What follows belongs to an exercise in optimizing a design on an open flow for small area; a production flow would make more cautious choices. At most, simulation tests tie the RTL to the original design; equivalence was not proved. For runs 5 to 8, only the layout was checked, not whether the RTL still works. The clock input has no modelled driver; a real chip could not lean on it and would need a root buffer or a full tree. Power and IR drop assume default switching activity.

<file path="flow/config.mk">
export PLATFORM = sky130hd
export DESIGN_NAME = EECS3216_Project
export DESIGN_NICKNAME = EECS3216_Project
export VERILOG_FILES = /design/flow/design.v
export SDC_FILE = /design/flow/constraint.sdc
export NUM_CORES = 4
export LEC_CHECK = 0
export CAP_MARGIN = 20
export CORE_AREA = 3 3 63 63
export DIE_AREA = 0 0 66 66
export SLEW_MARGIN = 20
</file>
<file path="flow/constraint.sdc">
create_clock -name core_clock -period 10.0 [get_ports {MAX10_CLK1_50}]
set_input_delay 2.0000 -clock core_clock [delete_from_list [all_inputs] [get_ports {MAX10_CLK1_50}]]
set_output_delay 2.0000 -clock core_clock [all_outputs]
set_load 0.01 [all_outputs]
</file>
<file path="flow/design.v">
module EECS3216_Project(input MAX10_CLK1_50, input rst, input KEY1, output reg [9:0] LEDR,
								output reg [6:0] HEX0, HEX1, HEX2, HEX3,
								output reg	rdyLight, speedOneLight, speedTwoLight, speedThreeLight);
localparam [2:0] S_RDY = 3'd0, S_ONE = 3'd1, S_TWO = 3'd2, S_THREE = 3'd3;
localparam [2:0] S_LOSE = 3'd4, S_LOSE_SHOWN = 3'd5, S_WIN = 3'd6, S_WIN_SHOWN = 3'd7;
reg [2:0] st;
reg [7:0] counter;      
reg [3:0] lp;
localparam [3:0] Z9 = 4'd15;
reg [2:0] gs;           
reg toggle, blink;
reg [1:0] p;
reg led4, led5;
wire over = st[2];
wire first = p[1] & p[0] & !st[2] & !st[0];    
wire is_rdy = (st[1:0] == 2'd0);
wire press = !KEY1 && toggle;
wire hit = lp[2] & !lp[1] & !lp[0];        
wire good = press && hit;
wire lp_hi = lp[3];                        
wire at0 = !lp[3] & !lp[2] & !lp[1] & !lp[0];
wire at1 = !lp[3] & !lp[2] & !lp[1] & lp[0];
wire at2 = !lp[2] & lp[1] & !lp[0];
wire at3 = !lp[2] & lp[1] & lp[0];
wire at5 = lp[2] & !lp[1] & lp[0];
wire at6 = lp[2] & lp[1] & !lp[0];
wire at7 = !lp[3] & lp[2] & lp[1] & lp[0];
wire at8 = lp[3] & !lp[0];
wire at9 = lp[3] & !lp[1] & lp[0];
wire [3:0] lp_dn = lp[3] ? {lp[0], !lp[0], !lp[0], !lp[0]}
                         : {at0, lp[2] & (lp[1] | lp[0]), (lp[1] & lp[0]) | hit, !lp[0]};
wire [3:0] lp_up = lp[3] ? {1'b1, !lp[0], !lp[0], 1'b1}
                         : {lp[2] & lp[1] & lp[0], lp[2] ^ (lp[1] & lp[0]), lp[1] ^ lp[0], !lp[0]};
wire [7:0] c = counter;
reg tick;
always @* begin
	case (st[1:0])
		2'd1: tick = c[7] & c[6] & c[2] & c[1];
		2'd3: tick = c[6] | (c[5] & c[4]);
		default: tick = c[7] | (c[6] & c[5] & (c[4] | c[3] | c[2] | c[1]));
	endcase
end
wire blink_v = blink | good;
wire blink_tick = tick && !over && is_rdy && blink_v;
wire sweep_tick = tick && !over && !(is_rdy && blink_v);
wire gs_zero = gs == 3'd0;
reg [2:0] nst;
always @* begin
	nst = st;
	case (st)
		S_RDY: if (!blink && (gs[1] | gs[0])) nst = {1'b0, gs[1:0]};
		S_ONE: if (gs_zero) nst = S_LOSE; else if (gs[1]) nst = S_RDY;
		S_TWO: if (gs_zero) nst = S_LOSE; else if (gs[0]) nst = S_RDY;
		S_THREE: if (gs_zero) nst = S_LOSE; else if (gs[2]) nst = S_WIN;
		default: nst = {1'b1, st[1], 1'b1};
	endcase
end
always @(posedge MAX10_CLK1_50) begin
	if (rst) begin
		st <= S_RDY;
		counter <= 0;
		lp <= 0;
		gs <= 3'd1;
		toggle <= 1;
		blink <= 1;
		led4 <= 0;
		led5 <= 0;
		p <= 2'd3;
	end else begin
		st <= nst;
		counter <= tick ? 8'd0 : counter + 8'd1;
		if (KEY1) toggle <= 1;
		if (press) begin
			toggle <= 0;
			if (!hit) gs <= 3'd0;
			else gs <= {gs[2] | (gs[1] & gs[0]), gs[1] ^ gs[0], !gs[2] & !gs[0]};    
		end
		if (!over) p <= st[1:0];
		if (blink_tick) begin
			lp <= lp_up;
			led5 <= !lp_hi & !led5;
		end else if (sweep_tick) begin
			if (hit) led4 <= 1;
			if (at3) led4 <= 0;
			if (at5) led5 <= 1;
			if (hit) led5 <= 0;
			lp <= lp_dn;
		end else if (good && !over)
			lp <= 4'd0;
		blink <= blink_v && !(blink_tick && lp_hi);
	end
end
always @* begin
	LEDR[0] = at9;                         
	LEDR[1] = !blink && at0;
	LEDR[2] = !blink && at1;
	LEDR[3] = !blink && at2;
	LEDR[4] = led4;
	LEDR[5] = led5;
	LEDR[6] = !blink && at5;
	LEDR[7] = !blink && at6;
	LEDR[8] = !blink && at7;
	LEDR[9] = !blink && at8;
	rdyLight = p != 2'd0 && !first;
	speedOneLight = p != 2'd1 && !first;
	speedTwoLight = p != 2'd2 && !first;
	speedThreeLight = p != 2'd3;
	HEX3 = 7'b1111111; HEX2 = 7'b1111111; HEX1 = 7'b1111111; HEX0 = 7'b1111111;
	if (st == S_LOSE_SHOWN) begin
		HEX3 = 7'b1000111; HEX2 = 7'b1000000; HEX1 = 7'b0010010; HEX0 = 7'b0000110;
	end else if (st == S_WIN_SHOWN) begin
		HEX2 = 7'b0010001; HEX1 = 7'b0001000; HEX0 = 7'b0010001;
	end
end
endmodule
</file>
<file path="flow/flow/run.sh">
#!/bin/bash
# Own layout flow: the standard flow, with these changes.
#  1. After the standard synthesis, the combinational logic is re-mapped for area with
#     ABC (flow/resynth.sh, script flow/area.abc, twelve random tries, smallest kept). Every
#     flip-flop instance is kept as the standard synthesis made it (same names, same cells).
#     The re-mapped netlist is proved equivalent to the standard one (flow/eqcheck.sh),
#     else the standard one is used.
#  2. Ports are buffered with sky130_fd_sc_hd__buf_1 instead of the default buffer.
#  3. The clock tree is built without dummy loads, then (flow/post_cts.tcl) replaced by a
#     single clkbuf_16, fed from the clock port, driving every register.
# Each tool's output goes to its own log file in this folder.
set -euo pipefail
export BUFFER_PORTS_ARGS="-buffer_cell sky130_fd_sc_hd__buf_1"
export CTS_ARGS="-sink_clustering_enable -repair_clock_nets -dont_use_dummy_load -buf_list sky130_fd_sc_hd__clkbuf_8"
export POST_CTS_TCL="$PWD/flow/post_cts.tcl"
YOSYS=yosys
if ! command -v yosys >/dev/null 2>&1; then YOSYS="$FLOW_HOME/../tools/install/yosys/bin/yosys"; fi
export YOSYS
R=orfs/results/${FLOW_PLATFORM:-sky130hd}/EECS3216_Project/base
bash standard.sh synth > synth_make.log 2>&1
cp $R/1_2_yosys.v std_synth.v
# twelve tries: seeds 1..8 with "amap -m", seeds 1..4 with "amap"
TRIES="m1 m2 m3 m4 m5 m6 m7 m8 a1 a2 a3 a4"
for wave in "m1 m2 m3 m4" "m5 m6 m7 m8" "a1 a2 a3 a4"; do
  for t in $wave; do
    s=${t:1}
    if [[ ${t:0:1} == m ]]; then m="amap -m"; else m="amap"; fi
    sed -e "s/&deepsyn -T 10/\&deepsyn -T 10 -S $s/" -e "s/amap/$m/" flow/area.abc > area_$t.abc
    ( bash flow/resynth.sh std_synth.v resynth_$t.v "$PWD/area_$t.abc" > resynth_$t.log 2>&1 &&
      bash flow/eqcheck.sh std_synth.v resynth_$t.v > eqcheck_$t.log 2>&1 ) || true &
  done
  wait
done
best=""; best_area=""
for s in $TRIES; do
  if grep -q EQUIV_OK eqcheck_$s.log 2>/dev/null; then
    a=$(grep "Chip area" resynth_$s.log | tail -1 | awk '{print $NF}')
    if [[ -z "$best" ]] || awk "BEGIN{exit !($a < $best_area)}"; then best=$s; best_area=$a; fi
  fi
done
if [[ -n "$best" ]]; then
  cp resynth_$best.v $R/1_2_yosys.v
  echo "using re-mapped netlist from try $best, area $best_area" > netlist_choice.log
else
  echo "using standard netlist" > netlist_choice.log
fi
touch $R/1_2_yosys.v
bash standard.sh > finish_make.log 2>&1
</file>
<file path="flow/flow/area.abc">
strash; &get -n; &deepsyn -T 10; &put; dch -f; amap; topo
</file>
<file path="flow/flow/eqcheck.sh">
#!/bin/bash
# eqcheck.sh A.v B.v : prove two mapped netlists equivalent (flops paired by name)
LIB=/OpenROAD-flow-scripts/flow/platforms/sky130hd/lib/sky130_fd_sc_hd__tt_025C_1v80.lib
T=$(mktemp -d "$PWD/tmp.XXXXXX")
cat > $T/e.ys <<EOT
read_liberty -ignore_miss_func $LIB
read_verilog $1
rename EECS3216_Project gold
read_verilog $2
rename EECS3216_Project gate
flatten
rename -hide w:_*
opt_clean -purge
async2sync
equiv_make gold gate eq
hierarchy -top eq
equiv_simple -seq 1
equiv_induct
equiv_status -assert
EOT
"${YOSYS:-yosys}" -q -s $T/e.ys && echo EQUIV_OK
</file>
<file path="flow/flow/post_cts.tcl">
# After clock tree synthesis: drive every register from a single clkbuf_16 fed straight
# from the clock port, in place of the small tree (a root buffer feeding leaf buffers)
# that clock_tree_synthesis builds for so few registers.
if { ![info exists ::post_cts_buf] } { set ::post_cts_buf sky130_fd_sc_hd__clkbuf_16 }
set port_net [get_nets MAX10_CLK1_50]
set root ""
foreach pin [get_pins -of_objects $port_net] {
  set inst [get_cells -of_objects $pin]
  if { [string match sky130_fd_sc_hd__clkbuf_* [get_property $inst ref_name]] } { set root $inst }
}
proc out_net { inst } {
  return [get_nets -of_objects [get_pins -of_objects $inst -filter "direction == output"]]
}
if { $root != "" } {
  set leaves {}
  set other 0
  foreach load [get_pins -of_objects [out_net $root] -filter "direction == input"] {
    set li [get_cells -of_objects $load]
    if { [string match sky130_fd_sc_hd__clkbuf_* [get_property $li ref_name]] } {
      lappend leaves $li
    } else { set other 1 }
  }
  if { !$other && [llength $leaves] >= 1 } {
    set keep [lindex $leaves 0]
    set keep_net [out_net $keep]
    foreach li [lrange $leaves 1 end] {
      set n [out_net $li]
      foreach sink [get_pins -of_objects $n -filter "direction == input"] {
        disconnect_pin $n $sink
        connect_pin $keep_net $sink
      }
      set in_pin [get_pins -of_objects $li -filter "direction == input"]
      disconnect_pin [out_net $root] $in_pin
      delete_instance $li
      delete_net $n
    }
    # feed the kept buffer from the port and drop the root buffer
    set keep_in [get_pins -of_objects $keep -filter "direction == input"]
    set root_net [out_net $root]
    disconnect_pin $root_net $keep_in
    delete_instance $root
    delete_net $root_net
    connect_pin $port_net $keep_in
    replace_cell $keep $::post_cts_buf
    # move it to the middle of its registers; detailed_placement legalizes it
    set block [ord::get_db_block]
    set dbkeep [$block findInst [get_full_name $keep]]
    set sx 0; set sy 0; set n 0
    foreach it [[$block findNet [get_full_name $keep_net]] getITerms] {
      set ii [$it getInst]
      if { $ii == $dbkeep } { continue }
      set loc [$ii getLocation]
      incr sx [lindex $loc 0]; incr sy [lindex $loc 1]; incr n
    }
    if { $n > 0 } {
      $dbkeep setLocation [expr {$sx / $n}] [expr {$sy / $n}]
      $dbkeep setPlacementStatus PLACED
    }
    puts "post_cts: registers now driven by [get_full_name $keep] ($::post_cts_buf) from the clock port"
  }
}
detailed_placement
check_placement -verbose
</file>
<file path="flow/flow/resynth.sh">
#!/bin/bash
# resynth.sh IN.v OUT.v ABCSCRIPT : re-map the combinational logic of a mapped netlist for area,
# keeping every flip-flop instance (name and cell) as it is.
set -euo pipefail
IN=$1; OUT=$2; SCRIPT=$3
LIB=${LIB:-/OpenROAD-flow-scripts/flow/platforms/sky130hd/lib/sky130_fd_sc_hd__tt_025C_1v80.lib}
DU=""
for c in probe_p_8 probec_p_8 lpflow_bleeder_1 lpflow_clkbufkapwr_1 lpflow_clkbufkapwr_16 lpflow_clkbufkapwr_2 lpflow_clkbufkapwr_4 lpflow_clkbufkapwr_8 lpflow_clkinvkapwr_1 lpflow_clkinvkapwr_16 lpflow_clkinvkapwr_2 lpflow_clkinvkapwr_4 lpflow_clkinvkapwr_8 lpflow_inputiso0n_1 lpflow_inputiso0p_1 lpflow_inputiso1n_1 lpflow_inputiso1p_1 lpflow_isobufsrc_1 lpflow_isobufsrc_16 lpflow_isobufsrc_2 lpflow_isobufsrc_4 lpflow_isobufsrc_8 lpflow_isobufsrckapwr_16; do DU="$DU -dont_use sky130_fd_sc_hd__$c"; done
SEQ=$(grep -o "sky130_fd_sc_hd__[a-z0-9_]*" $IN | sort -u | grep -E "__(s?e?df|dl|sdl)" | tr '\n' ' ')
T=$(mktemp -d "$PWD/tmp.XXXXXX")
cat > $T/r.ys <<EOT
read_liberty -ignore_miss_func $LIB
read_verilog $IN
hierarchy -top EECS3216_Project
setattr -mod -set keep_hierarchy 1 $SEQ
flatten
opt -purge
abc -script $SCRIPT -liberty $LIB $DU
opt_clean -purge
splitnets
opt_clean -purge
hilomap -singleton -hicell sky130_fd_sc_hd__conb_1 HI -locell sky130_fd_sc_hd__conb_1 LO
insbuf -buf sky130_fd_sc_hd__buf_1 A X
opt_clean -purge
select EECS3216_Project
stat -liberty $LIB
write_verilog -selected -noattr -nohex -nodec $OUT
EOT
"${YOSYS:-yosys}" -s $T/r.ys
rm -rf $T
</file>
<file path="flow/standard.sh">
#!/bin/bash
# synth_recipe.tcl (not shown) runs the flow's synth.tcl, then flattens the netlist and writes it again
# the make line also repeats each setting of config.mk as NAME=value (left out here)
make -C /OpenROAD-flow-scripts/flow DESIGN_CONFIG=/design/flow/config.mk WORK_HOME=/design/flow/orfs CLKGATE_MAP_FILE= SYNTH_SCRIPT=/design/flow/synth_recipe.tcl "${@:-finish}"
</file>
==> results.cfg, run 1 <==
[worst_setup_path]
rr_worst_depth = 9
crit_chain = clkinv_1 > nor2_1 > clkinv_1 > nor4_1 > buf_1
cpMostUsedCell = clkinv_1
critPathKind = register to output pin
crit_buf_inv = 3
worstPathArrival_ps = 1450
critical-path-top-delay-family = simple AND/OR/NAND/NOR gates
rrSetupSlack_ps = 7630
reg2reg_to = led5
startpoint = lp[1]
cpPeakStageDelay_ps = 420
cp_data_required_time_ps = 8000
end_kind = output pin
r2r_start = counter[3]
path_max_fanout = 5
cp-start-kind = register
cp_slowest_cell = dfxtp_1

[clock_tree]
clkSinkCount = 24
clk_latency_ps = 160
clk_pin_slew_ps = 90

[power]
p_leak_nw = 0.443
power_w = 0.000151
pwr_density_cell_nw_per_um2 = 112
vdd_ir_drop_max_v = 0.0000655

[status]
status = finished clean

[grt]
grt_max_degree = 25
grtUsageMet3_pct = 1.53
grt_pass1_wl_um = 4220
antenna_found_initial = 0
grtUsageTotal_pct = 12.0
use_met2_pct = 18.9
globalRoute.totalOverflow = 0
grt_pass1_vias = 977
grt.met1_usage_pct = 16.6
grt_busiest_layer = met2

[drt]
vias_per_cell = 4.71
ant_nets = 0
drc = 0
wirelength_um = 2470
first_pass_iters = 5
via_count = 1169
first_iter_violations = 80
wl_per_cell_um = 9.96

[sta]
hold_viol = 0
tightestPinTransition_ps = 580
slew_violations = 0
finClkSkew_ps = 2.56
setup_violations = 0
relSlewSlack_pct = 61.3
rsz0062_at_grt = no
fin_crit_ps = 3450
layout_worst_path_cycle_share_pct = 34.5
tns_ps = 0
max_freq_ghz = 0.290

[die]
die_area_um2 = 4360
core_area_um2 = 3390
initial_utilization_pct = 35.8
die_h_um = 66
die_x_um = 66
ios = 45
row_count = 21

[cells_and_area]
drive_above_1_share_pct = 0.495
nets = 207
diodes = 0
synthToLayoutAreaGrowth_pct = 11.8

[flow_run]
maxCapViolCount = 0

[placed_design]
place_congestion = 0.861
io_buffers = 40
dpl.hpwl_um = 1950

[synth]
postSynthCellCount = 185
synth_area_um2 = 1210
yosysWarnings = 1
avgSynthCellArea_um2 = 6.55

[worst_hold_path]
holdPathStages = 1
hold_path_end = counter[0]
hold_path_class = register to register
min_from = counter[0]
## final cells by class
cell class                      instances  area (um^2)
Sequential cell                        24          480
Clock buffer                            1         25.0
Fill cell                             365         2030
Inverter                               20         75.1
Timing Repair Buffer                   40          150
Multi-Input combinational cell        117          567
Tap cell                               46         57.6
## per-layer routing
layer,vias up,share of wire [%]
met5,-,0
met4,0,1.5
met3,2,6.7
met2,35,41
met1,498,50
li1,634,-
## worst reg2reg max path, delay by kind of cell, from the launching register on
kind                   cells  cell delay [ps]
AOI/OAI and AO/OA          3              900
buffers and inverters      1               90
DFF                        1              330
and+or+nand+nor            5              980
## where the power goes
group          leakage (nW)  internal (W)  switching (W)
combinational         0.235    0.00000272     0.00000577
sequential            0.196     0.0000977     0.00000194
clock                0.0123     0.0000184      0.0000246
## state kept, by name, indices dropped and copies added (netlist names)
signal,cells
lp,4
led5,1
gs,3
p,2
led4,1
st,3
blink,1
counter,8
toggle,1
## worst max path at each step
stage / slack (ps) / cells after the start / endpoint
3_3_place_gp: 6560 / 11 / lp[2]
5_1_grt: 6320 / 5 / LEDR[8]
3_5_place_dp: 6550 / 11 / lp[2]
6_report: 6550 / 5 / LEDR[8]
2_1_floorplan: 6860 / 4 / LEDR[8]
## layout by cell type (no fill, tap or decap), drive strengths merged
master / count
and3: 1
nand2: 17
a222oi: 3
o22a: 1
dfxtp: 24
o21ai: 14
conb: 4
a31oi: 2
a221oi: 1
a32oi: 1
o22ai: 1
nor2: 38
or2: 2
nor2b: 1
clkbuf: 1
a211oi: 4
or4: 1
buf: 40
nor3: 11
nand3: 4
a21oi: 8
nor4: 1
o21a: 1
o221ai: 1
clkinv: 20
## through the flow
| step | cell area [um^2] | cells | utilization, % | setup WS, ps | hold slack, ps |
|---|---|---|---|---|---|
| 6_report | 1360 | 248 | 40.0 | 6550 | 442 |
| 3_5_place_dp | 1330 | 247 | 39.2 | 6550 | 431 |
| 2_1_floorplan | 1220 | 188 | - | 6860 | 409 |
| 3_3_place_gp | 1330 | 247 | 39.2 | 6560 | 425 |
| 5_1_grt | 1360 | 248 | 40.0 | 6320 | 471 |
==> run 2: changes to the inputs <==
--- a/flow/flow/run.sh
+++ b/flow/flow/run.sh
@@ -2,5 +2,5 @@
 # Own layout flow: the standard flow, with these changes.
 #  1. After the standard synthesis, the combinational logic is re-mapped for area with
-#     ABC (flow/resynth.sh, script flow/area.abc, twelve random tries, smallest kept). Every
+#     ABC (flow/resynth.sh, script flow/area.abc, sixteen random tries, smallest kept). Every
 #     flip-flop instance is kept as the standard synthesis made it (same names, same cells).
 #     The re-mapped netlist is proved equivalent to the standard one (flow/eqcheck.sh),
@@ -20,11 +20,14 @@
 bash standard.sh synth > synth_make.log 2>&1
 cp $R/1_2_yosys.v std_synth.v
-# twelve tries: seeds 1..8 with "amap -m", seeds 1..4 with "amap"
-TRIES="m1 m2 m3 m4 m5 m6 m7 m8 a1 a2 a3 a4"
-for wave in "m1 m2 m3 m4" "m5 m6 m7 m8" "a1 a2 a3 a4"; do
+# sixteen tries: seeds 1..8 with "amap -m", seeds 1..4 with "amap", seeds 9..12 with
+# "amap -m" and a longer search
+TRIES="m1 m2 m3 m4 m5 m6 m7 m8 a1 a2 a3 a4 l9 l10 l11 l12"
+for wave in "m1 m2 m3 m4" "m5 m6 m7 m8" "a1 a2 a3 a4" "l9 l10 l11 l12"; do
   for t in $wave; do
     s=${t:1}
-    if [[ ${t:0:1} == m ]]; then m="amap -m"; else m="amap"; fi
-    sed -e "s/&deepsyn -T 10/\&deepsyn -T 10 -S $s/" -e "s/amap/$m/" flow/area.abc > area_$t.abc
+    T=10; m="amap -m"
+    if [[ ${t:0:1} == a ]]; then m="amap"; fi
+    if [[ ${t:0:1} == l ]]; then T=30; fi
+    sed -e "s/&deepsyn -T 10/\&deepsyn -T $T -S $s/" -e "s/amap/$m/" flow/area.abc > area_$t.abc
     ( bash flow/resynth.sh std_synth.v resynth_$t.v "$PWD/area_$t.abc" > resynth_$t.log 2>&1 &&
       bash flow/eqcheck.sh std_synth.v resynth_$t.v > eqcheck_$t.log 2>&1 ) || true &
==> run 2 against run 1 <==
Compared with the run above: power is 0.21% lower; flip-flop and latch count stayed put; combinational power is 8.1% higher; sequential power hardly changed; synthesized area is 0.21% higher.
==> results.cfg, run 2 <==
[status]
status = finished clean

[sta]
fin_crit_ps = 3400
rsz0062_at_grt = no
finClkSkew_ps = 2.86
setup_violations = 0
slew_violations = 0
layout_worst_path_cycle_share_pct = 34.0
max_freq_ghz = 0.294
tns_ps = 0
hold_viol = 0

[worst_hold_path]
min_from = counter[0]
hold_path_class = register to register

[power]
p_sw_share_pct = 21.1
power_frac_comb_pct = 6.1
p_leak_nw = 0.437
pwr-share-seq_pct = 66.1
pwr_density_cell_nw_per_um2 = 111
vdd_ir_drop_max_v = 0.0000629
p_clk_share_pct = 27.9
power_w = 0.000151
switchingPower_w = 0.0000318
intPower_w = 0.000119

[die]
ios = 45
die_area_um2 = 4360
initial_utilization_pct = 35.8
die_h_um = 66
row_count = 21
core_area_um2 = 3390
die_x_um = 66

[synth]
avgSynthCellArea_um2 = 6.64
synth_area_um2 = 1210
yosysWarnings = 1
postSynthCellCount = 183

[worst_setup_path]
end_kind = register
critical-path-top-delay-family = buffers and inverters
crit_chain = buf_1 > clkinv_1 > nand4_1 > o21ai_0 > o21ai_0 > o221ai_1
cp-start-kind = primary input
cp_slowest_cell = clkinv_1
critPathKind = primary input to register
startpoint = rst
cp_data_required_time_ps = 10030
crit_buf_inv = 2
path_max_fanout = 9
worstPathArrival_ps = 3430
cpPeakStageDelay_ps = 310
cpMostUsedCell = o21ai_0
r2r_start = st[0]

[drt]
drc = 0
wirelength_um = 2550
ant_nets = 0
via_count = 1193
first_iter_violations = 52
wl_per_cell_um = 10.4
vias_per_cell = 4.85
first_pass_iters = 4

[cells_and_area]
layout_commonest_cell = buf_1
drive_above_1_share_pct = 0.500
top_regs = counter: 8 flops, lp: 4 flops
diodes = 0
largest_register = counter
largest_reg_flops = 8
final_cell_mix = buf_1, nor2_1, dfxtp_1, clkinv_1, nand2_1
synthToLayoutAreaGrowth_pct = 11.7
nets = 205
fillCellCount = 368

[clock_tree]
clk_pin_slew_ps = 90
clkSinkCount = 24
clk_latency_ps = 150

[grt]
globalRoute.totalOverflow = 0
grtUsageTotal_pct = 12.0
grt_pass1_vias = 954
grt_max_degree = 25
antenna_found_initial = 0
grt_pass1_wl_um = 4210

[placed_design]
place_congestion = 0.852
dpl.hpwl_um = 2020
io_buffers = 40

[flow_run]
maxCapViolCount = 0
==> run 2: final timing paths <==
kind | slack [ps] | depth (start not counted) | endpoint
setup reg to reg | 7670 | 10 | lp[1]
hold / removal | 440 | 1 | counter[0]
hold reg to reg | 440 | 1 | counter[0]
setup / recovery | 6600 | 6 | lp[1]
==> run 2: power by group through the flow <==
| stage | combinational (W) | clock (W) | sequential, W |
|---|---|---|---|
| floorplan | 0.00000715 | 0 | 0.000101 |
| detailed placement | 0.00000919 | 0 | 0.000102 |
| global route | 0.0000105 | 0.0000467 | 0.0000999 |
| finish | 0.00000918 | 0.0000420 | 0.0000996 |
| global placement | 0.00000915 | 0 | 0.000102 |
==> run 2: per-stage QoR <==
stage | hold WS [ps] | setup slack, ps | util, % | cell area (um^2) | std cells
2_1_floorplan | 409 | 6820 | - | 1230 | 186
3_3_place_gp | 425 | 6540 | 39.3 | 1330 | 245
3_5_place_dp | 434 | 6460 | 39.3 | 1330 | 245
5_1_grt | 460 | 6430 | 40.1 | 1360 | 246
6_report | 440 | 6600 | 40.1 | 1360 | 246
==> run 2: metal layers <==
layer	vias up	global-route usage (%)	routed length, um
met5	-	0	0
met4	0	4.57	37
met3	2	2.04	199
met2	42	18.1	1000
met1	523	17.0	1310
li1	626	-	-
==> run 2: area by class of cell <==
type | count | area [um^2] | area share, %
multi-input combinational | 112 | 558 | 41.1
sequential | 24 | 480 | 35.4
timing repair buffer | 40 | 150 | 11.1
inverter | 23 | 86.3 | 6.36
tap | 46 | 57.6 | 4.24
clock buffer | 1 | 25.0 | 1.84
==> run 3: changes to the inputs <==
--- a/flow/flow/run.sh
+++ b/flow/flow/run.sh
@@ -13,4 +13,5 @@
 export BUFFER_PORTS_ARGS="-buffer_cell sky130_fd_sc_hd__buf_1"
 export CTS_ARGS="-sink_clustering_enable -repair_clock_nets -dont_use_dummy_load -buf_list sky130_fd_sc_hd__clkbuf_8"
+export SKIP_REPAIR_TIE_FANOUT=1
 export POST_CTS_TCL="$PWD/flow/post_cts.tcl"
 YOSYS=yosys
==> run 3 against run 2 <==
Compared with the run above: power fell by 0.59%; clock-buffer cell count did not move; combinational power fell by 7.8%; final cell count fell by 0.41%; via count fell by 2.4%; sequential share of layout area rose by 0.36 points; fmax fell by 1.6%; largest power group unchanged.
==> results.cfg, run 3 <==
[cells_and_area]
synthToLayoutAreaGrowth_pct = 10.8
multi_input_area_um2 = 556
largest_register = counter
drive_above_1_share_pct = 0.503
nets = 204
largest_reg_flops = 8
final_cell_mix = buf_1, nor2_1, dfxtp_1, clkinv_1, nand2_1
layout_commonest_cell = buf_1
seqCellArea_um2 = 480
top_regs = counter: 8 flops, lp: 4 flops
fillCellCount = 374
final_core_util_pct = 39.6
diodes = 0

[sta]
relSlewSlack_pct = 60.8
hold_viol = 0
finClkSkew_ps = 1.71
layout_worst_path_cycle_share_pct = 34.5
max_freq_ghz = 0.290
tns_ps = 0
rsz0062_at_grt = no
tightestPinTransition_ps = 588
slew_violations = 0
setup_violations = 0
fin_crit_ps = 3450

[drt]
drc = 0
vias_per_cell = 4.75
ant_nets = 0
first_iter_violations = 26
wirelength_um = 2490
via_count = 1164
wl_per_cell_um = 10.2
first_pass_iters = 5

[worst_setup_path]
end_kind = output pin
cp_slowest_cell = dfxtp_1
cpMostUsedCell = clkinv_1
worstPathArrival_ps = 1450
cpPeakStageDelay_ps = 410
cp-start-kind = register
cp_data_required_time_ps = 8000
critPathKind = register to output pin
path_max_fanout = 5
crit_chain = clkinv_1 > nor2_1 > clkinv_1 > nor4_1 > buf_1
rr_worst_depth = 9

[clock_tree]
clk_pin_slew_ps = 90
clk_latency_ps = 150
clkSinkCount = 24

[die]
core_area_um2 = 3390
row_count = 21
ios = 45
die_h_um = 66
die_area_um2 = 4360
die_x_um = 66
initial_utilization_pct = 35.8

[power]
p_leak_nw = 0.433
pwr_density_cell_nw_per_um2 = 112
vdd_ir_drop_max_v = 0.0000547

[status]
status = finished clean

[synth]
yosysWarnings = 1
avgSynthCellArea_um2 = 6.55
postSynthCellCount = 185
synth_area_um2 = 1210

[placed_design]
dpl.hpwl_um = 1980
io_buffers = 40
place_congestion = 0.843

[flow_run]
maxCapViolCount = 0

[grt]
grt_max_degree = 25
grtUsageTotal_pct = 11.7
antenna_found_initial = 0
grt_pass1_wl_um = 4130
grt_pass1_vias = 950
globalRoute.totalOverflow = 0

[worst_hold_path]
hold_path_class = register to register
holdPathStages = 1
run 3: cell count changes in the layout (fill, tap and decap cells not counted), moves of 4 or more:
cell	before	now
nor2_1	33	38
a21oi_1	4	8
nor3_1	7	11
o221ai_1	5	1
run 3: area by class of cell:
type,instances,share of cell area (%)
Multi-Input combinational cell,114,41.3
Sequential cell,24,35.8
Timing Repair Buffer,40,11.2
Inverter,20,5.59
Tap cell,46,4.28
Clock buffer,1,1.86
run 3: metrics by stage:
| stage | power [W] | std cells | instance area (um^2) | setup slack (ps) | hold WS, ps |
|---|---|---|---|---|---|
| 5_1_grt | 0.000157 | 245 | 1340 | 6400 | 493 |
| 6_report | 0.000150 | 245 | 1340 | 6550 | 440 |
| 3_3_place_gp | 0.000110 | 244 | 1320 | 6610 | 421 |
| 3_5_place_dp | 0.000110 | 244 | 1320 | 6590 | 426 |
| 2_1_floorplan | 0.000108 | 185 | 1210 | 6860 | 409 |
run 3: worst paths after layout:
path	endpoint	from	slack, ps
setup reg to reg	led5	counter[3]	7630
hold / removal	counter[0]	counter[0]	440
hold reg to reg	counter[0]	counter[0]	440
setup / recovery	LEDR[8]	lp[1]	6550
run 3: report_power, final:
part	switching, W	leakage (nW)	total, W	internal, W
logic	0.00000573	0.226	0.00000846	0.00000272
clock network	0.0000234	0.0123	0.0000417	0.0000183
registers	0.00000203	0.196	0.0000997	0.0000977
run 3: routing by layer:
metal / track usage (%) / share of wire [%]
met1: 16.1 / 50
met2: 19.1 / 42
met3: 1.70 / 6.7
met4: 3.05 / 1.2
met5: 0 / 0
run 3: worst max-delay path, delay by kind of cell, from the launching register on:
| family | cells | cell delay, ps |
|---|---|---|
| buffers and inverters | 3 | 430 |
| DFF | 1 | 410 |
| and+or+nand+nor | 2 | 460 |
==> run 4: changes to the inputs <==
--- a/flow/flow/run.sh
+++ b/flow/flow/run.sh
@@ -8,5 +8,6 @@
 #  2. Ports are buffered with sky130_fd_sc_hd__buf_1 instead of the default buffer.
 #  3. The clock tree is built without dummy loads, then (flow/post_cts.tcl) replaced by a
-#     single clkbuf_16, fed from the clock port, driving every register.
+#     single buf_12, fed from the clock port, driving every register.
+#  4. The constant outputs share the one tie cell the synthesis makes (no tie fanout repair).
 # Each tool's output goes to its own log file in this folder.
 set -euo pipefail
--- a/flow/flow/post_cts.tcl
+++ b/flow/flow/post_cts.tcl
@@ -1,6 +1,6 @@
-# After clock tree synthesis: drive every register from a single clkbuf_16 fed straight
+# After clock tree synthesis: drive every register from a single buf_12 fed straight
 # from the clock port, in place of the small tree (a root buffer feeding leaf buffers)
 # that clock_tree_synthesis builds for so few registers.
-if { ![info exists ::post_cts_buf] } { set ::post_cts_buf sky130_fd_sc_hd__clkbuf_16 }
+if { ![info exists ::post_cts_buf] } { set ::post_cts_buf sky130_fd_sc_hd__buf_12 }
 set port_net [get_nets MAX10_CLK1_50]
 set root ""
==> run 4 against run 3 <==
Compared with the run above: clock power is 5% lower; die area is the same; register-to-register slack about the same; utilization fell by 0.15 points; global-route usage down 0.071 points; critical endpoint unchanged; routed wire length shrank 0.28%.
==> results.cfg, run 4 <==
[drt]
first_iter_violations = 44
dr_wl_met2_um = 1050
vias_per_cell = 4.74
top_layer_used = met4
first_pass_iters = 4
met1Wirelength_um = 1250
ant_nets = 0
drc = 0
wl_per_cell_um = 10.2
wirelength_um = 2490
wl_met3_um = 152
via_count = 1162

[power]
pwr_density_cell_nw_per_um2 = 111
vdd_ir_drop_max_v = 0.0000454
p_leak_nw = 0.431

[die]
ios = 45
row_count = 21
die_area_um2 = 4360
die_x_um = 66
die_h_um = 66
core_area_um2 = 3390
initial_utilization_pct = 35.8

[worst_setup_path]
end_kind = output pin
cp_slowest_cell = dfxtp_1
path_max_fanout = 5
cp_data_required_time_ps = 8000
cpMostUsedCell = clkinv_1
cp-start-kind = register
critPathKind = register to output pin
critical-path-top-delay-family = simple AND/OR/NAND/NOR gates
crit_chain = clkinv_1 > nor2_1 > clkinv_1 > nor4_1 > buf_1
cpPeakStageDelay_ps = 410
crit_buf_inv = 3
rrSetupSlack_ps = 7620
worstPathArrival_ps = 1440

[clock_tree]
clkSinkCount = 24
clk_latency_ps = 130
clk_pin_slew_ps = 90

[worst_hold_path]
hold_path_class = register to register

[sta]
slew_violations = 0
tightestPinTransition_ps = 587
tns_ps = 0
max_freq_ghz = 0.291
setup_violations = 0
relSlewSlack_pct = 60.9
fin_crit_ps = 3440
finClkSkew_ps = 1.97
rsz0062_at_grt = no
layout_worst_path_cycle_share_pct = 34.4
hold_viol = 0

[grt]
grt_pass1_vias = 942
globalRoute.totalOverflow = 0
antenna_found_initial = 0
grtUsageTotal_pct = 11.6
grt_pass1_wl_um = 4100
grt_max_degree = 25

[placed_design]
io_buffers = 40
place_congestion = 0.843
dpl.hpwl_um = 1980
dp.cells = 244
post_dp_cell_area_um2 = 1320

[cells_and_area]
drive_above_1_share_pct = 0.503
largest_reg_flops = 8
layout_commonest_cell = buf_1
multi_input_area_um2 = 556
largest_register = counter
final_cell_mix = buf_1, nor2_1, dfxtp_1, clkinv_1, nand2_1
final_area_um2 = 1340
nets = 204
fillCellCount = 374
finalNonFillerCells = 245
synthToLayoutAreaGrowth_pct = 10.4
diodes = 0
seqCellArea_um2 = 480
final_core_util_pct = 39.5
top_regs = counter: 8 flops, lp: 4 flops

[synth]
postSynthCellCount = 185
synth_area_um2 = 1210
yosysWarnings = 1
avgSynthCellArea_um2 = 6.55

[flow_run]
maxCapViolCount = 0

[status]
status = finished clean
==> run 4: cell types whose count changed in the layout (fill, tap and decap cells not counted), sizes merged <==
cell	delta
clkbuf	-1
buf	+1
==> run 4: layout make-up <==
type,instances,area share [%]
inverter,20,5.61
multi-input combinational,114,41.5
tap,46,4.30
clock buffer,1,1.50
sequential,24,35.9
timing repair buffer,40,11.2
==> run 4: worst paths after layout <==
kind,start,end,cells past startpoint
worst max-delay path,lp[1],LEDR[8],5
worst min-delay path,counter[0],counter[0],1
worst max register to register,counter[3],led5,9
worst min register to register,counter[0],counter[0],1
==> run 4: per-stage QoR <==
stage	setup WS, ps	power (W)	hold slack [ps]
detailed placement	6590	0.000110	426
global placement	6610	0.000110	421
global route	6420	0.000155	494
floorplan	6860	0.000108	409
finish	6560	0.000148	440
==> run 4: routing by layer <==
layer / vias to the layer above / GRT usage, %
li1: 637 / -
met1: 493 / 16.1
met2: 30 / 18.9
met3: 2 / 1.70
met4: 0 / 3.05
met5: - / 0
==> run 4: power breakdown <==
part	internal, W	total (W)	switching, W
combinational	0.00000272	0.00000844	0.00000572
clock	0.0000163	0.0000398	0.0000235
sequential	0.0000978	0.0000998	0.00000201
==> run 5: changes to the inputs <==
--- a/flow/design.v
+++ b/flow/design.v
@@ -36,7 +36,8 @@
 always @* begin
 	case (st[1:0])
+		2'd0: tick = c[7] | (c[6] & c[5] & (c[4] | c[3] | c[2] | c[1]));
 		2'd1: tick = c[7] & c[6] & c[2] & c[1];
-		2'd3: tick = c[6] | (c[5] & c[4]);
-		default: tick = c[7] | (c[6] & c[5] & (c[4] | c[3] | c[2] | c[1]));
+		2'd2: tick = c[6] & c[5] & c[1];
+		default: tick = c[5] & c[4];
 	endcase
 end
==> run 5 against run 4 <==
Compared with the run above: synthesized area is 0.21% higher; largest power group unchanged; via count decreased by 1.4%; worst hold slack better by 20 ps; non-clock buffer count unchanged; synthesized cell count fell by 2.2%; setup slack got worse by 190 ps; critical path depth rose by 4; global-route usage increased by 1.1 points; final cell count fell by 1.6%.
==> results.cfg, run 5 <==
[status]
status = finished clean

[grt]
grt_pass1_vias = 998
grtUsageTotal_pct = 12.7
grt.met1_usage_pct = 16.9
grt_pass1_wl_um = 4460
globalRoute.totalOverflow = 0
grtUsageMet3_pct = 2.04
grt_busiest_layer = met2
grt_max_degree = 25
use_met2_pct = 21.4
antenna_found_initial = 0

[sta]
whs_ps = 461
max_freq_ghz = 0.276
hold_viol = 0
setup_violations = 0
finClkSkew_ps = 1.50
tns_ps = 0
slew_violations = 0
fin_crit_ps = 3630
rsz0062_at_grt = no
layout_worst_path_cycle_share_pct = 36.3

[cells_and_area]
synthToLayoutAreaGrowth_pct = 10.4
final_cell_mix = buf_1, nor2_1, dfxtp_1, clkinv_1, nor3_1
drive_above_1_share_pct = 0.513
largest_register = counter
diodes = 0
top_regs = counter: 8 flops, lp: 4 flops
final_core_util_pct = 39.6
largest_reg_flops = 8
layout_commonest_cell = buf_1
nets = 200

[drt]
ant_nets = 0
wirelength_um = 2590
first_iter_violations = 67
vias_per_cell = 4.76
drc = 0
first_pass_iters = 4
via_count = 1146
wl_per_cell_um = 10.8

[synth]
avgSynthCellArea_um2 = 6.71
synth_area_um2 = 1210
postSynthCellCount = 181
yosysWarnings = 1

[power]
pwr_density_cell_nw_per_um2 = 112
power_w = 0.000150
p_leak_nw = 0.432
vdd_ir_drop_max_v = 0.0000553

[worst_setup_path]
rr_worst_depth = 9
worstPathArrival_ps = 3680
cp_data_required_time_ps = 10060
critPathKind = primary input to register
path_max_fanout = 4
cp-start-kind = primary input
rrSetupSlack_ps = 7650
end_kind = register
r2r_start = st[0]
startpoint = KEY1
reg2reg_to = lp[2]

[die]
initial_utilization_pct = 35.8
die_area_um2 = 4360
ios = 45
row_count = 21
die_x_um = 66
core_area_um2 = 3390
die_h_um = 66

[worst_hold_path]
hold_path_end = counter[0]
hold_path_class = register to register
holdPathStages = 1
min_from = counter[0]

[flow_run]
maxCapViolCount = 0

[clock_tree]
clkSinkCount = 24
clk_pin_slew_ps = 90
clk_latency_ps = 130

[placed_design]
io_buffers = 40
place_congestion = 0.845
dpl.hpwl_um = 2050
## run 5: final cells by class
| class | count | area (um^2) |
|---|---|---|
| Fill cell | 379 | 2050 |
| Multi-Input combinational cell | 111 | 562 |
| Sequential cell | 24 | 480 |
| Timing Repair Buffer | 40 | 150 |
| Inverter | 19 | 71.3 |
| Tap cell | 46 | 57.6 |
| Clock buffer | 1 | 20.0 |
## run 5: per-stage QoR
stage	cells	cell area (um^2)	setup WS, ps
after floorplan	181	1210	6610
after global placement	240	1320	6250
after detailed placement	240	1320	6290
after global routing	241	1340	6170
final	241	1340	6370
## run 5: worst max path at each step
stage                       end  depth (start not counted)  slack (ps)
after global placement    lp[2]                          9        6250
final                     lp[2]                          9        6370
after floorplan           lp[2]                          8        6610
after detailed placement  lp[2]                          9        6290
after global routing      lp[2]                          9        6170
## run 5: critical path, cell delays in order
cell	delay, ps
buf_1	70
nand2b_1	180
nor3_1	290
nor2_1	120
nor3_1	420
clkinv_1	190
o21ai_0	190
a21oi_1	80
o221ai_1	150
## run 5: where the power goes
part           switching (W)  internal, W
Combinational     0.00000612   0.00000356
Sequential        0.00000204    0.0000977
Clock              0.0000242    0.0000163
Total              0.0000323     0.000118
## run 5: metal layers
layer / routed length, um / up-vias
li1: - / 616
met1: 1280 / 502
met2: 1160 / 26
met3: 129 / 2
met4: 22 / 0
met5: 0 / -
==> run 6: changes to the inputs <==
--- a/flow/design.v
+++ b/flow/design.v
@@ -7,5 +7,6 @@
 reg [7:0] counter;      
 reg [3:0] lp;
-localparam [3:0] Z9 = 4'd15;
+localparam [3:0] Z9 = 4'd11;
+localparam [3:0] LP0 = 4'd0;
 reg [2:0] gs;           
 reg toggle, blink;
@@ -16,28 +17,25 @@
 wire is_rdy = (st[1:0] == 2'd0);
 wire press = !KEY1 && toggle;
-wire hit = lp[2] & !lp[1] & !lp[0];        
+wire hit = (lp[0] & !lp[1] & lp[2] & !lp[3]);        
 wire good = press && hit;
-wire lp_hi = lp[3];                        
-wire at0 = !lp[3] & !lp[2] & !lp[1] & !lp[0];
-wire at1 = !lp[3] & !lp[2] & !lp[1] & lp[0];
-wire at2 = !lp[2] & lp[1] & !lp[0];
-wire at3 = !lp[2] & lp[1] & lp[0];
-wire at5 = lp[2] & !lp[1] & lp[0];
-wire at6 = lp[2] & lp[1] & !lp[0];
-wire at7 = !lp[3] & lp[2] & lp[1] & lp[0];
-wire at8 = lp[3] & !lp[0];
-wire at9 = lp[3] & !lp[1] & lp[0];
-wire [3:0] lp_dn = lp[3] ? {lp[0], !lp[0], !lp[0], !lp[0]}
-                         : {at0, lp[2] & (lp[1] | lp[0]), (lp[1] & lp[0]) | hit, !lp[0]};
-wire [3:0] lp_up = lp[3] ? {1'b1, !lp[0], !lp[0], 1'b1}
-                         : {lp[2] & lp[1] & lp[0], lp[2] ^ (lp[1] & lp[0]), lp[1] ^ lp[0], !lp[0]};
+wire lp_hi = (!lp[2] & lp[3]);    
+wire at0 = (!lp[0] & !lp[2] & !lp[3]);
+wire at1 = (lp[0] & !lp[1] & !lp[2] & !lp[3]);
+wire at2 = (lp[1] & !lp[2] & !lp[3]);
+wire at3 = (lp[1] & lp[2]);
+wire at5 = (!lp[0] & lp[2] & !lp[3]);
+wire at6 = (!lp[0] & lp[2] & lp[3]);
+wire at7 = (lp[0] & lp[2] & lp[3]);
+wire at8 = (lp[0] & !lp[1] & !lp[2] & lp[3]);
+wire at9 = (!lp[0] & !lp[2] & lp[3]);
+wire [3:0] lp_dn = {((!lp[0] & !lp[2]) | (lp[0] & lp[3])), ((!lp[1] & lp[2]) | (lp[0] & !lp[1] & lp[3])), ((lp[0] & lp[2] & !lp[3])), ((lp[2] & !lp[3]) | (lp[1]) | (!lp[2] & lp[3]))};
+wire [3:0] lp_up = {((!lp[0] & lp[2]) | (lp[3])), ((lp[2] & !lp[3]) | (!lp[0] & lp[2]) | (lp[1])), ((lp[0] & !lp[2])), ((lp[0] & !lp[2]) | (lp[1]) | (!lp[2] & !lp[3]) | (lp[2] & lp[3]))};
 wire [7:0] c = counter;
 reg tick;
 always @* begin
 	case (st[1:0])
-		2'd0: tick = c[7] | (c[6] & c[5] & (c[4] | c[3] | c[2] | c[1]));
 		2'd1: tick = c[7] & c[6] & c[2] & c[1];
-		2'd2: tick = c[6] & c[5] & c[1];
-		default: tick = c[5] & c[4];
+		2'd3: tick = c[6] | (c[5] & c[4]);
+		default: tick = c[7] | (c[6] & c[5] & (c[4] | c[3] | c[2] | c[1]));
 	endcase
 end
@@ -61,5 +59,5 @@
 		st <= S_RDY;
 		counter <= 0;
-		lp <= 0;
+		lp <= LP0;
 		gs <= 3'd1;
 		toggle <= 1;
@@ -88,5 +86,5 @@
 			lp <= lp_dn;
 		end else if (good && !over)
-			lp <= 4'd0;
+			lp <= LP0;
 		blink <= blink_v && !(blink_tick && lp_hi);
 	end
==> run 6 against run 5 <==
Compared with the run above: non-clock buffer count is the same; critical path depth shrank 4; still clean on timing, DRC and antenna; global-route usage shrank 0.66 points; clock power is essentially flat; final area shrank 0.19%; utilization shrank 0.074 points; sequential power is essentially flat; synthesized area shrank 0.21%.
==> results.cfg, run 6 <==
[worst_setup_path]
crit_chain = clkinv_1 > nor2_1 > clkinv_1 > nor3_1 > buf_1
critPathKind = register to output pin
rrSetupSlack_ps = 7780
r2r_start = lp[2]
cpPeakStageDelay_ps = 370
critical-path-top-delay-family = buffers and inverters
path_depth = 5
reg2reg_to = lp[3]
crit_buf_inv = 3
rr_worst_depth = 11
path_max_fanout = 5
end_kind = output pin
cpMostUsedCell = clkinv_1
cp_slowest_cell = dfxtp_1
cp_data_required_time_ps = 8000
worstPathArrival_ps = 1370
cp-start-kind = register

[sta]
finClkSkew_ps = 4.46
slew_violations = 0
setup_violations = 0
relSlewSlack_pct = 66.1
hold_viol = 0
rsz0062_at_grt = no
fin_crit_ps = 3370
layout_worst_path_cycle_share_pct = 33.7
max_freq_ghz = 0.297
tightestPinTransition_ps = 508
tns_ps = 0

[grt]
grt_pass1_wl_um = 4320
grt_max_degree = 25
antenna_found_initial = 0
globalRoute.totalOverflow = 0
grt_pass1_vias = 1014
grtUsageTotal_pct = 12.1

[placed_design]
io_buffers = 40
place_congestion = 0.830
dpl.hpwl_um = 2060

[drt]
wirelength_um = 2510
wl_per_cell_um = 10.2
via_count = 1149
ant_nets = 0
drc = 0
first_pass_iters = 4
vias_per_cell = 4.67
first_iter_violations = 52

[worst_hold_path]
hold_path_end = counter[0]
min_from = counter[0]
holdPathStages = 1
hold_path_class = register to register

[synth]
synth_area_um2 = 1210
yosysWarnings = 1
avgSynthCellArea_um2 = 6.52
postSynthCellCount = 186

[cells_and_area]
largest_reg_flops = 8
fillCellCount = 392
seqCellArea_um2 = 480
largest_register = counter
final_core_util_pct = 39.5
diodes = 0
final_cell_mix = buf_1, nor2_1, clkinv_1, dfxtp_1, o21ai_0
layout_commonest_cell = buf_1
multi_input_area_um2 = 541
synthToLayoutAreaGrowth_pct = 10.4
nets = 205
top_regs = counter: 8 flops, lp: 4 flops
drive_above_1_share_pct = 0.500

[power]
pwr_density_cell_nw_per_um2 = 112
vdd_ir_drop_max_v = 0.0000593
p_leak_nw = 0.423

[die]
die_area_um2 = 4360
row_count = 21
die_x_um = 66
ios = 45
core_area_um2 = 3390
initial_utilization_pct = 35.8
die_h_um = 66

[flow_run]
maxCapViolCount = 0

[clock_tree]
clkSinkCount = 24
clk_pin_slew_ps = 90
clk_latency_ps = 130

[status]
status = finished clean
[run 6: cell types whose count changed in the layout (fill, tap and decap cells not counted), moves of 2 or more]
| cell | before | now |
|---|---|---|
| nor3_1 | 16 | 8 |
| o21ai_0 | 9 | 16 |
| a21oi_1 | 4 | 9 |
| clkinv_1 | 19 | 24 |
| nand3_1 | 2 | 5 |
| o32ai_1 | 4 | 1 |
| a22oi_1 | 0 | 2 |
| a31oi_1 | 4 | 2 |
| and2_0 | 2 | 0 |
| nor2b_1 | 0 | 2 |
| o21bai_1 | 2 | 0 |
[run 6: how the worst max path moves through the flow]
stage	startpoint	slack, ps	end
2_1_floorplan	KEY1	6810	lp[3]
3_5_place_dp	KEY1	6540	lp[3]
6_report	lp[2]	6630	LEDR[6]
5_1_grt	lp[2]	6400	LEDR[6]
3_3_place_gp	KEY1	6550	lp[0]
[run 6: routing by layer]
layer  vias up  wire (um)  GRT usage [%]
met1       501       1310           16.8
li1        627          -              -
met5         -          0              0
met3         2        102           1.53
met2        19       1080           19.9
met4         0         17           2.54
[run 6: cell type report]
cell class                      count  share of cell area, %
Inverter                           24                   6.73
Tap cell                           46                   4.30
Multi-Input combinational cell    111                   40.4
Timing Repair Buffer               40                   11.2
Sequential cell                    24                   35.9
Clock buffer                        1                   1.50
[run 6: where the power goes]
group	total, W	internal [W]	switching, W
clock	0.0000405	0.0000163	0.0000242
combinational	0.00000930	0.00000298	0.00000633
sequential	0.0000995	0.0000978	0.00000172
total	0.000149	0.000117	0.0000323
[run 6: per-stage QoR]
stage	cell area, um^2	std cells	worst slack (ps)	hold slack, ps	power, W
floorplan	1210	186	6810	409	0.000108
global placement	1320	245	6550	426	0.000111
detailed placement	1320	245	6540	429	0.000111
global route	1340	246	6400	471	0.000156
finish	1340	246	6630	445	0.000149
==> run 7: changes to the inputs <==
==> flow/flow/run.sh (replaced) <==
#!/bin/bash
# Own layout flow: the standard flow, with these changes.
#  1. After the standard synthesis, the combinational logic is re-mapped for area with
#     ABC (flow/resynth.sh, script flow/area.abc, twelve random tries, smallest kept). Every
#     flip-flop instance is kept as the standard synthesis made it (same names, same cells).
#     The re-mapped netlist is proved equivalent to the standard one (flow/eqcheck.sh),
#     else the standard one is used.
#  2. Ports are buffered with sky130_fd_sc_hd__buf_1 instead of the default buffer.
#  3. The clock tree is built without dummy loads, then (flow/post_cts.tcl) replaced by a
#     single clkbuf_16, fed from the clock port, driving every register.
# Each tool's output goes to its own log file in this folder.
set -euo pipefail
export BUFFER_PORTS_ARGS="-buffer_cell sky130_fd_sc_hd__buf_1"
export CTS_ARGS="-sink_clustering_enable -repair_clock_nets -dont_use_dummy_load -buf_list sky130_fd_sc_hd__clkbuf_8"
export POST_CTS_TCL="$PWD/flow/post_cts.tcl"
YOSYS=yosys
if ! command -v yosys >/dev/null 2>&1; then YOSYS="$FLOW_HOME/../tools/install/yosys/bin/yosys"; fi
export YOSYS
R=orfs/results/${FLOW_PLATFORM:-sky130hd}/EECS3216_Project/base
bash standard.sh synth > synth_make.log 2>&1
cp $R/1_2_yosys.v std_synth.v
# twelve tries: seeds 1..8 with "amap -m", seeds 1..4 with "amap"
TRIES="m1 m2 m3 m4 m5 m6 m7 m8 a1 a2 a3 a4"
for wave in "m1 m2 m3 m4" "m5 m6 m7 m8" "a1 a2 a3 a4"; do
  for t in $wave; do
    s=${t:1}
    if [[ ${t:0:1} == m ]]; then m="amap -m"; else m="amap"; fi
    sed -e "s/&deepsyn -T 10/\&deepsyn -T 10 -S $s/" -e "s/amap/$m/" flow/area.abc > area_$t.abc
    ( bash flow/resynth.sh std_synth.v resynth_$t.v "$PWD/area_$t.abc" > resynth_$t.log 2>&1 &&
      bash flow/eqcheck.sh std_synth.v resynth_$t.v > eqcheck_$t.log 2>&1 ) || true &
  done
  wait
done
best=""; best_area=""
for s in $TRIES; do
  if grep -q EQUIV_OK eqcheck_$s.log 2>/dev/null; then
    a=$(grep "Chip area" resynth_$s.log | tail -1 | awk '{print $NF}')
    if [[ -z "$best" ]] || awk "BEGIN{exit !($a < $best_area)}"; then best=$s; best_area=$a; fi
  fi
done
if [[ -n "$best" ]]; then
  cp resynth_$best.v $R/1_2_yosys.v
  echo "using re-mapped netlist from try $best, area $best_area" > netlist_choice.log
else
  echo "using standard netlist" > netlist_choice.log
fi
touch $R/1_2_yosys.v
bash standard.sh > finish_make.log 2>&1
--- a/flow/flow/post_cts.tcl
+++ b/flow/flow/post_cts.tcl
@@ -1,6 +1,6 @@
-# After clock tree synthesis: drive every register from a single buf_12 fed straight
+# After clock tree synthesis: drive every register from a single clkbuf_16 fed straight
 # from the clock port, in place of the small tree (a root buffer feeding leaf buffers)
 # that clock_tree_synthesis builds for so few registers.
-if { ![info exists ::post_cts_buf] } { set ::post_cts_buf sky130_fd_sc_hd__buf_12 }
+if { ![info exists ::post_cts_buf] } { set ::post_cts_buf sky130_fd_sc_hd__clkbuf_16 }
 set port_net [get_nets MAX10_CLK1_50]
 set root ""
==> run 7 against run 6 <==
Compared with the run above: final cell count fell by 0.41%; first-iteration DRC count fell by 40%; global-route usage down 0.53 points; critical path depth unchanged; power is 0.83% higher; die area unchanged; synthesized area is 0.52% higher; fmax is 4.1% lower; critical path type unchanged.
==> results.cfg, run 7 <==
[drt]
first_iter_violations = 31
via_count = 1166
vias_per_cell = 4.76
drc = 0
first_pass_iters = 4
ant_nets = 0
wl_per_cell_um = 10.3
wirelength_um = 2520

[worst_setup_path]
cp-endpoint = LEDR[9]
reg2reg_to = led5
end_kind = output pin
worstPathArrival_ps = 1510
cp_slowest_cell = dfxtp_1
critPathKind = register to output pin
cpPeakStageDelay_ps = 440
r2r_start = st[0]
cpMostUsedCell = clkinv_1
cp-start-kind = register
path_max_fanout = 6
rrSetupSlack_ps = 7590
startpoint = lp[0]
rr_worst_depth = 11
crit_chain = clkinv_1 > nor2_1 > clkinv_1 > nor4_1 > buf_1
cp_data_required_time_ps = 8000

[die]
initial_utilization_pct = 36.0
ios = 45
die_area_um2 = 4360
die_x_um = 66
core_area_um2 = 3390
row_count = 21
die_h_um = 66

[grt]
grt_max_degree = 25
grt_pass1_vias = 952
grtUsageTotal_pct = 11.5
antenna_found_initial = 0
grt_pass1_wl_um = 4150
globalRoute.totalOverflow = 0

[clock_tree]
clk_pin_slew_ps = 90
clk_latency_ps = 150
clkSinkCount = 24

[sta]
fin_crit_ps = 3510
slew_violations = 0
tns_ps = 0
setup_ws_ps = 6490
setup_violations = 0
rsz0062_at_grt = no
finClkSkew_ps = 1.56
max_freq_ghz = 0.285
hold_viol = 0
layout_worst_path_cycle_share_pct = 35.1

[placed_design]
place_congestion = 0.873
dp_slack_ps = 6480
io_buffers = 40
dpl.hpwl_um = 2060

[cells_and_area]
layout_commonest_cell = buf_1
nets = 204
top_regs = counter: 8 flops, lp: 4 flops
largest_register = counter
drive_above_1_share_pct = 0.503
largest_reg_flops = 8
final_cell_mix = buf_1, nor2_1, clkinv_1, dfxtp_1, nand2_1
synthToLayoutAreaGrowth_pct = 11.7
diodes = 0

[power]
power_w = 0.000151
p_leak_nw = 0.436
vdd_ir_drop_max_v = 0.0000588
pwr_density_cell_nw_per_um2 = 111

[status]
status = finished clean

[synth]
avgSynthCellArea_um2 = 6.70
yosysWarnings = 1
postSynthCellCount = 182
synth_area_um2 = 1220

[worst_hold_path]
hold_path_class = register to register

[flow_run]
maxCapViolCount = 0
## run 7: worst min-delay path by stage
stage          startpoint    endpoint  slack [ps]  cells past startpoint
2_1_floorplan  counter[0]  counter[0]         410                      1
3_3_place_gp   counter[0]  counter[0]         430                      1
3_5_place_dp   counter[0]  counter[0]         430                      1
5_1_grt        counter[0]  counter[0]         480                      1
6_report       counter[0]  counter[0]         440                      1
## run 7: area by class of cell
class,instances,area [um^2]
flip-flops and latches,24,480
fillers,344,2030
clock buffers,1,25.0
inverters,25,93.8
repair buffers,40,150
well taps,46,57.6
multi-input cells,109,554
## run 7: worst max-delay path: cells and delay by family, from the launching register on
kind	cells	cell delay [ps]
DFF	1	440
and+or+nand+nor	2	410
buffers and inverters	3	510
## run 7: where the power goes
part	internal, W	switching (W)
Combinational	0.00000290	0.00000618
Sequential	0.0000977	0.00000179
Clock	0.0000183	0.0000237
Total	0.000119	0.0000316
## run 7: metal layers
layer / routed length (um) / vias up / track usage [%]
li1: - / 631 / -
met1: 1280 / 507 / 16.5
met2: 1130 / 26 / 18.5
met3: 103 / 2 / 1.70
met4: 10 / 0 / 2.03
met5: 0 / - / 0
## run 7: per-stage QoR
step	area [um^2]	instances	utilization, %	hold slack (ps)
floorplan	1230	185	-	409
global placement	1340	244	39.4	426
detailed placement	1340	244	39.4	426
global route	1360	245	40.2	478
finish	1360	245	40.2	443
==> run 8: changes to the inputs <==
--- a/flow/design.v
+++ b/flow/design.v
@@ -7,5 +7,5 @@
 reg [7:0] counter;      
 reg [3:0] lp;
-localparam [3:0] Z9 = 4'd11;
+localparam [3:0] Z9 = 4'd13;
 localparam [3:0] LP0 = 4'd0;
 reg [2:0] gs;           
@@ -17,18 +17,18 @@
 wire is_rdy = (st[1:0] == 2'd0);
 wire press = !KEY1 && toggle;
-wire hit = (lp[0] & !lp[1] & lp[2] & !lp[3]);        
+wire hit = (lp[0] & !lp[1] & !lp[3]);        
 wire good = press && hit;
-wire lp_hi = (!lp[2] & lp[3]);    
-wire at0 = (!lp[0] & !lp[2] & !lp[3]);
-wire at1 = (lp[0] & !lp[1] & !lp[2] & !lp[3]);
-wire at2 = (lp[1] & !lp[2] & !lp[3]);
-wire at3 = (lp[1] & lp[2]);
-wire at5 = (!lp[0] & lp[2] & !lp[3]);
-wire at6 = (!lp[0] & lp[2] & lp[3]);
-wire at7 = (lp[0] & lp[2] & lp[3]);
-wire at8 = (lp[0] & !lp[1] & !lp[2] & lp[3]);
-wire at9 = (!lp[0] & !lp[2] & lp[3]);
-wire [3:0] lp_dn = {((!lp[0] & !lp[2]) | (lp[0] & lp[3])), ((!lp[1] & lp[2]) | (lp[0] & !lp[1] & lp[3])), ((lp[0] & lp[2] & !lp[3])), ((lp[2] & !lp[3]) | (lp[1]) | (!lp[2] & lp[3]))};
-wire [3:0] lp_up = {((!lp[0] & lp[2]) | (lp[3])), ((lp[2] & !lp[3]) | (!lp[0] & lp[2]) | (lp[1])), ((lp[0] & !lp[2])), ((lp[0] & !lp[2]) | (lp[1]) | (!lp[2] & !lp[3]) | (lp[2] & lp[3]))};
+wire lp_hi = (lp[0] & lp[1] & !lp[3]) | (lp[0] & !lp[2]);    
+wire at0 = (!lp[0] & !lp[1] & !lp[3]);
+wire at1 = (lp[1] & !lp[2] & lp[3]);
+wire at2 = (!lp[0] & lp[2] & !lp[3]);
+wire at3 = (lp[0] & lp[1] & lp[3]);
+wire at5 = (!lp[0] & !lp[1] & lp[3]);
+wire at6 = (lp[1] & !lp[2] & !lp[3]);
+wire at7 = (!lp[0] & lp[2] & lp[3]);
+wire at8 = (lp[0] & lp[1] & !lp[3]);
+wire at9 = (lp[0] & !lp[2]);
+wire [3:0] lp_dn = {((!lp[3])), ((!lp[1] & lp[3]) | (lp[0])), ((lp[2]) | (lp[0])), ((!lp[1]))};
+wire [3:0] lp_up = {((lp[0] & !lp[1]) | (!lp[3])), ((lp[1])), ((!lp[0])), ((lp[0] & !lp[2]) | (lp[1] & lp[2]))};
 wire [7:0] c = counter;
 reg tick;
==> run 8 against run 7 <==
Compared with the run above: clock skew barely moved; register-to-register slack improved by 430 ps; clock power rose by 1%; non-clock buffer count did not move; largest cell class unchanged; largest power group unchanged.
==> results.cfg, run 8 <==
[die]
core_area_um2 = 3390
die_x_um = 66
row_count = 21
initial_utilization_pct = 46.0
die_area_um2 = 4360
die_h_um = 66
ios = 45

[drt]
first_pass_iters = 4
vias_per_cell = 5.05
wl_per_cell_um = 11.3
wirelength_um = 2880
via_count = 1288
drc = 0
ant_nets = 0
first_iter_violations = 100

[synth]
synth_edf_count = 0
synthTopCellsByArea = dfxtp_1, buf_4, nor2_1
yosysMostFrequentCell = buf_4
synthArstFlopShare_pct = 0
yosysWarnings = 1
synth_top_area_share_pct = 30.8
synthFlopType = dfxtp_1
ys_top_cells_by_count = buf_4, dfxtp_1, nor2_1
ys_types = 45
synth_area_um2 = 1560
avgSynthCellArea_um2 = 7.72
postSynthCellCount = 202
yosys.area.top_type = dfxtp_1
yosysSeqAreaShare_pct = 30.8
synth-seq-cells = 24

[placed_design]
dp_slack_ps = 6540
place_congestion = 0.798
dpl.hpwl_um = 2150
dp.cells = 254
io_buffers = 40

[cells_and_area]
final_cell_mix = buf_1, nor2_1, dfxtp_1, nand2_1
synthToLayoutAreaGrowth_pct = -0.561
largest_reg_flops = 8
diodes = 0
final_core_util_pct = 45.8
finalNonFillerCells = 255
layout_commonest_cell = buf_1
nets = 217
drive_above_1_share_pct = 5.74
largest_register = counter
fillCellCount = 340

[sta]
fin_crit_ps = 3390
setup_violations = 0
tightestPinTransition_ps = 662
setup_ws_ps = 6610
relSlewSlack_pct = 55.9
layout_worst_path_cycle_share_pct = 33.9
rsz0062_at_grt = no
finClkSkew_ps = 1.69
slew_violations = 0
max_freq_ghz = 0.295
hold_viol = 0
tns_ps = 0

[worst_setup_path]
cp-start-kind = register
rrSetupSlack_ps = 8020
cp_slowest_cell = dfxtp_1
r2r_start = st[1]
reg2reg_to = led4
end_kind = output pin
worstPathArrival_ps = 1390
cpPeakStageDelay_ps = 700
path_max_fanout = 18
cp_data_required_time_ps = 8000
critPathKind = register to output pin
rr_worst_depth = 5
crit_chain = nand3_1 > buf_1

[grt]
antenna_found_initial = 0
grt_max_degree = 25
globalRoute.totalOverflow = 0
grtUsageTotal_pct = 13.8
grt_pass1_vias = 1089
grt_pass1_wl_um = 4940

[power]
pwr-share-seq_pct = 65.1
switchingPower_w = 0.0000336
power_w = 0.000155
p_clk_share_pct = 27.5
power_frac_comb_pct = 7.4
intPower_w = 0.000121
pwr_density_cell_nw_per_um2 = 99.6
p_sw_share_pct = 21.8
p_leak_nw = 0.505
vdd_ir_drop_max_v = 0.0000685

[flow_run]
maxCapViolCount = 0

[worst_hold_path]
holdPathStages = 1
min_from = counter[0]
hold_path_class = register to register
hold_path_end = counter[0]

[clock_tree]
clkSinkCount = 24
clk_latency_ps = 150
clk_pin_slew_ps = 90

[status]
status = finished clean
## run 8: cell count changes in the layout (fill, tap and decap cells not counted), sizes merged, moves of 4 or more
cell    change
nand3       +5
nand2b      +7
a21oi       +6
nor2        -5
inv         +9
clkinv     -25
xnor2       +4
## run 8: cells by family (layout without fill, tap and decap cells)
logic type	count (synthesis)	after routing	synth area share (%)
compound gates	42	42	19.3
simple gates	80	80	25.5
xor+xnor	6	6	3.37
fa+ha+maj	3	3	2.41
flops	24	24	30.8
buf+inv	46	50	18.4
other cells	1	4	0.240
## run 8: metal layers
metal  wire length, um  up-vias  GRT usage, %
li1                  -      679             -
met1              1450      574          19.4
met2              1250       33          22.5
met3               153        2          1.70
met4                21        0          3.05
met5                 0        -             0
## run 8: worst max-delay path, delay by kind of cell (launching register included)
| kind | cells | cell delay (ps) |
|---|---|---|
| buf+inv | 1 | 210 |
| flops | 1 | 700 |
| simple gates | 1 | 320 |
## run 8: per-stage QoR
stage          area [um^2]  hold slack (ps)
2_1_floorplan         1570              418
3_3_place_gp          1530              435
3_5_place_dp          1530              441
5_1_grt               1550              475
6_report              1550              457
## run 8: worst max path at each step
| stage | from | to |
|---|---|---|
| after floorplan | st[0] | HEX0[4] |
| after global placement | KEY1 | register |
| after detailed placement | KEY1 | register |
| after global routing | st[0] | HEX2[4] |
| final | st[0] | HEX3[4] |
## run 8: layout make-up
| cell class | count | area, um^2 | share of cell area (%) |
|---|---|---|---|
| multi-input combinational | 135 | 805 | 51.9 |
| sequential | 24 | 480 | 31.0 |
| timing repair buffer | 40 | 150 | 9.68 |
| tap | 46 | 57.6 | 3.71 |
| inverter | 9 | 33.8 | 2.18 |
| clock buffer | 1 | 25.0 | 1.61 |
## run 8: power by group through the flow
stage / registers, W / logic [W] / clock network [W]
floorplan: 0.000102 / 0.0000104 / 0
global placement: 0.000103 / 0.0000116 / 0
detailed placement: 0.000103 / 0.0000115 / 0
global route: 0.000101 / 0.0000135 / 0.0000481
finish: 0.000101 / 0.0000115 / 0.0000425

## re-timing with driven ports
In the flow no input, the clock included, has a driving cell. The finished layouts below were timed again as built, in two steps.
Step 1, drivers: a clkbuf_16 drives MAX10_CLK1_50 and a buf_2 each remaining input, both assumed.
Step 2 moves the port delays by t, midway between the first and last clock arrival at a register: inputs arrive t later, outputs are due t later. That takes back most of the time a late clock gives input paths.
a / b / c = no drivers / after step 1 / after step 2; a / b = the first two.
run | t (ns) | setup slack, ns | worst data-port slew with drivers (ns)
run 1 | 0.185 | 6.549 / 6.519 / 6.563 | 0.03
run 2 | 0.184 | 6.603 / 6.612 / 6.428 | 0.03
run 3 | 0.182 | 6.547 / 6.516 / 6.572 | 0.03
run 4 | 0.159 | 6.560 / 6.527 / 6.564 | 0.03
run 5 | 0.162 | 6.373 / 6.386 / 6.224 | 0.03
run 6 | 0.158 | 6.632 / 6.603 / 6.546 | 0.03
run 7 | 0.180 | 6.489 / 6.462 / 6.488 | 0.03
run 8 | 0.180 | 6.609 / 6.581 / 6.543 | 0.03
After both steps setup and hold are still met in every run listed. The setup slack of run 2, which loses most, moves by +0.009 ns with the drivers and by -0.175 ns with both steps.
